This is an optimization exercise on Yosys and OpenROAD, whose aim is small area, a short achievable clock period and few clock cycles, not a production implementation.
Power and IR drop assume default switching activity.

Setup of the previous run:
==> flow/design.v (excerpt) <==
module cpu (
  output [15:0] imem_addr,
  input  [15:0] imem_rdata,
  output [15:0] dmem_addr,
  input  [15:0] dmem_rdata,
  output [15:0] dmem_wdata,
  output        dmem_write,
  input         start,
  input         stop,
  input         CLK,
  input         RSTN
  );
Size: roughly 1300 cells after synthesis, about 230 flip-flops, ~85 I/O pins.
clock: 8.0 ns
lec_check: 0
cap_margin: 20
core_margin: 2
core_utilization: 40
cts_buf_list: sky130_fd_sc_hd__clkbuf_4 sky130_fd_sc_hd__clkbuf_8
place_density: 0.6
setup_slack_margin: 5
slew_margin: 20
tns_end_percent: 0
standard.sh (not shown) runs the stock make flow with config.mk's settings and CLKGATE_MAP_FILE= SYNTH_SCRIPT=/design/flow/synth_recipe.tcl, a recipe that flattens the netlist after the stock synthesis.
==> flow/flow/run.sh <==
#!/bin/bash
# Standard layout, with plain buf_1 cells as the port buffers.
cp standard.sh standard_sh_copy.txt
export BUFFER_PORTS_ARGS="-buffer_cell sky130_fd_sc_hd__buf_1"
bash standard.sh > standard.log 2>&1
Input changes introduced in the current run (baseline for comparison: the previous run):
diff --git a/flow/design.v b/flow/design.v
--- a/flow/design.v
+++ b/flow/design.v
@@ -6,22 +6,23 @@
   output [15:0] dmem_wdata,
   output        dmem_write,
   input         start,
   input         stop,
   input         CLK,
   input         RSTN
   );
   reg  [15:0] pc;         
   reg         run;        
   reg  [15:0] ir;         
   reg         rv;         
+  reg         ir_pred;    
   reg  [15:0] ra, rb;     
   reg         e_st;       
   reg         e_wen;      
   reg         e_mlt;      
   reg         e_ml2;      
   reg  [15:0] mq;         
   reg         e_ld, e_sgt;
   reg  [2:0]  e_dst;
   reg  [127:0] rf;        
   reg  [7:0]  zf;         
   reg         e_add;      
@@ -268,34 +269,46 @@
   wire sa_f = ~busy & ~d_li & fwd_s;
   wire sa_r = ~busy & ~d_li & ~fwd_s & ~zf[fs];
   wire sb_i = ~busy & d_li;
   wire sb_f = ~busy & ~d_li & fwd_t;
   wire sb_r = ~busy & ~d_li & ~fwd_t & ~zf[ft];
   wire [15:0] ra_d = ({16{e_mlt}} & m1_s) | ({16{e_ml2}} & m2_s) |
                      ({16{sa_f}} & res) | ({16{sa_r}} & rf_s);
   wire [15:0] rb_d = ({16{e_mlt}} & m1_c) | ({16{e_ml2}} & m2_c) |
                      ({16{sb_f}} & res) | ({16{sb_r}} & rf_t) | ({16{sb_i}} & imm);
   wire issue  = rv & run & ~busy;
   wire fetch  = ~rv | issue;
-  wire tk1 = issue & (d_b | d_bz);
-  wire tk0 = issue & (d_b | d_bnz);
+  wire tk1 = d_b | d_bz;
+  wire tk0 = d_b | d_bnz;
+  wire rd1 = issue & (ir_pred ? ~tk1 : tk1);
+  wire rd0 = issue & (ir_pred ? ~tk0 : tk0);
   wire [8:0]  lo_t   = {1'b0, pc[7:0]} + {1'b0, ir[7:0]};
+  wire [8:0]  lo_f   = {1'b0, pc[7:0]} - {1'b0, ir[7:0]};
   wire [8:0]  lo_i   = {1'b0, pc[7:0]} + 9'd1;
   wire [7:0]  hi_inc = pc[15:8] + 8'd1;
   wire [7:0]  hi_dec = pc[15:8] - 8'd1;
   wire [15:0] pc_inc = {lo_i[8] ? hi_inc : pc[15:8], lo_i[7:0]};
   wire [15:0] target = {(lo_t[8] & ~ir[7]) ? hi_inc :
                         (~lo_t[8] & ir[7]) ? hi_dec : pc[15:8], lo_t[7:0]};
-  wire [15:0] pc_n  = fetch ? pc_inc : pc;
-  wire        redir = ~fwd_s ? (zf[fs] ? tk1 : tk0) : (z_ex ? tk1 : tk0);
-  wire [15:0] pc_d  = redir ? target : pc_n;
+  wire [15:0] fall   = {(~lo_f[8] & ir[7]) ? hi_inc :
+                        (lo_f[8] & ~ir[7]) ? hi_dec : pc[15:8], lo_f[7:0]};
+  wire [15:0] raddr  = ir_pred ? fall : target;
+  wire [15:0] iw     = imem_rdata;
+  wire        i_pred = (iw[15:14] == 2'b10) & ((iw[13:8] == 6'b000000) |
+                       (iw[7] & ((iw[13:11] == 3'b001) | (iw[13:11] == 3'b010))));
+  wire [8:0]  lo_p   = {1'b0, pc[7:0]} + {1'b0, iw[7:0]} + 9'd1;
+  wire [15:0] ptgt   = {(lo_p[8] & ~iw[7]) ? hi_inc :
+                        (~lo_p[8] & iw[7]) ? hi_dec : pc[15:8], lo_p[7:0]};
+  wire [15:0] pc_n  = ~fetch ? pc : i_pred ? ptgt : pc_inc;
+  wire        redir = ~fwd_s ? (zf[fs] ? rd1 : rd0) : (z_ex ? rd1 : rd0);
+  wire [15:0] pc_d  = redir ? raddr : pc_n;
   wire        rv_d  = ~redir & (rv | fetch);
   always @(posedge CLK or negedge RSTN) begin
     if (!RSTN) begin
       pc    <= 16'h0000;
       run   <= 1'b0;
       rv    <= 1'b0;
       e_st  <= 1'b0;
       e_wen <= 1'b0;
       e_mlt <= 1'b0;
       e_ml2 <= 1'b0;
       zf    <= 8'hff;
@@ -308,24 +321,26 @@
       rv <= rv_d;
       e_st  <= issue & d_st;
       e_wen <= (issue & (d_ld | d_add | d_sgt | d_li)) | e_ml2;
       e_mlt <= issue & d_mlt;
       e_ml2 <= e_mlt;
       if (e_wen) begin
         zf[e_dst] <= z_ex;
       end
     end
   end
   always @(posedge CLK) begin
-    if (fetch)
-      ir <= imem_rdata;
+    if (fetch) begin
+      ir      <= imem_rdata;
+      ir_pred <= i_pred;
+    end
     ra <= ra_d;
     rb <= rb_d;
     mq <= {ra[7:0], rb[15:8]};
     if (busy) begin
       e_ld  <= 1'b0;
       e_sgt <= 1'b0;
       e_add <= 1'b1;
     end else begin
       e_ld  <= d_ld;
       e_sgt <= d_sgt;
       e_add <= ~d_ld & ~d_sgt;
==> run summary <==
The current run — flip-flop and latch count 0.44% higher, the previous run as reference
The previous run has lower total power of the final layout than the current run.
Between the current run and the previous run, it is the current run whose core utilization is lower, by 1.2 points.
Summary of the current run over the previous run: hold slack saw an increase; number of instances in the synthesized netlist increased by 103 relative to the old numbers; achievable frequency down about 9%.
Clock-cell share of area: the current run > the previous run
Highest-delay cell along the critical path: or3_4 -> the current run, nor4b_4 -> the previous run
Compared with the previous run, in the current run cts-stage hold buffer count roughly the same, first-pass GRT wire length higher, first-pass detailed-route iteration total higher.
No functional check of the RTL was part of any run of this note.

==> re-timing with driven ports <==
No port has a modelled driver above. Below, the same layouts with a new extraction and two added sets of constraints. Step 1 assumes that a clkbuf_16 drives the clock port and a buf_2 every other input. Step 2 moves the port delays by t, midway between the first and last clock arrival at a register: inputs arrive t later, outputs are due t later. That takes back most of the time a late clock gives input paths. Slacks: ideal / step 1 / step 2; pairs: ideal / step 1.
run | t, ns | setup slack, ns | worst slew at a driven data input, ns
the previous run | 0.606 | 4.517 / 4.521 / 3.915 | 0.05
the current run | 0.603 | 4.165 / 4.179 / 3.576 | 0.05
After both steps every run listed still meets setup and hold. The setup slack of the previous run, which loses most, moves by +0.004 ns with the drivers and by -0.602 ns with both steps.
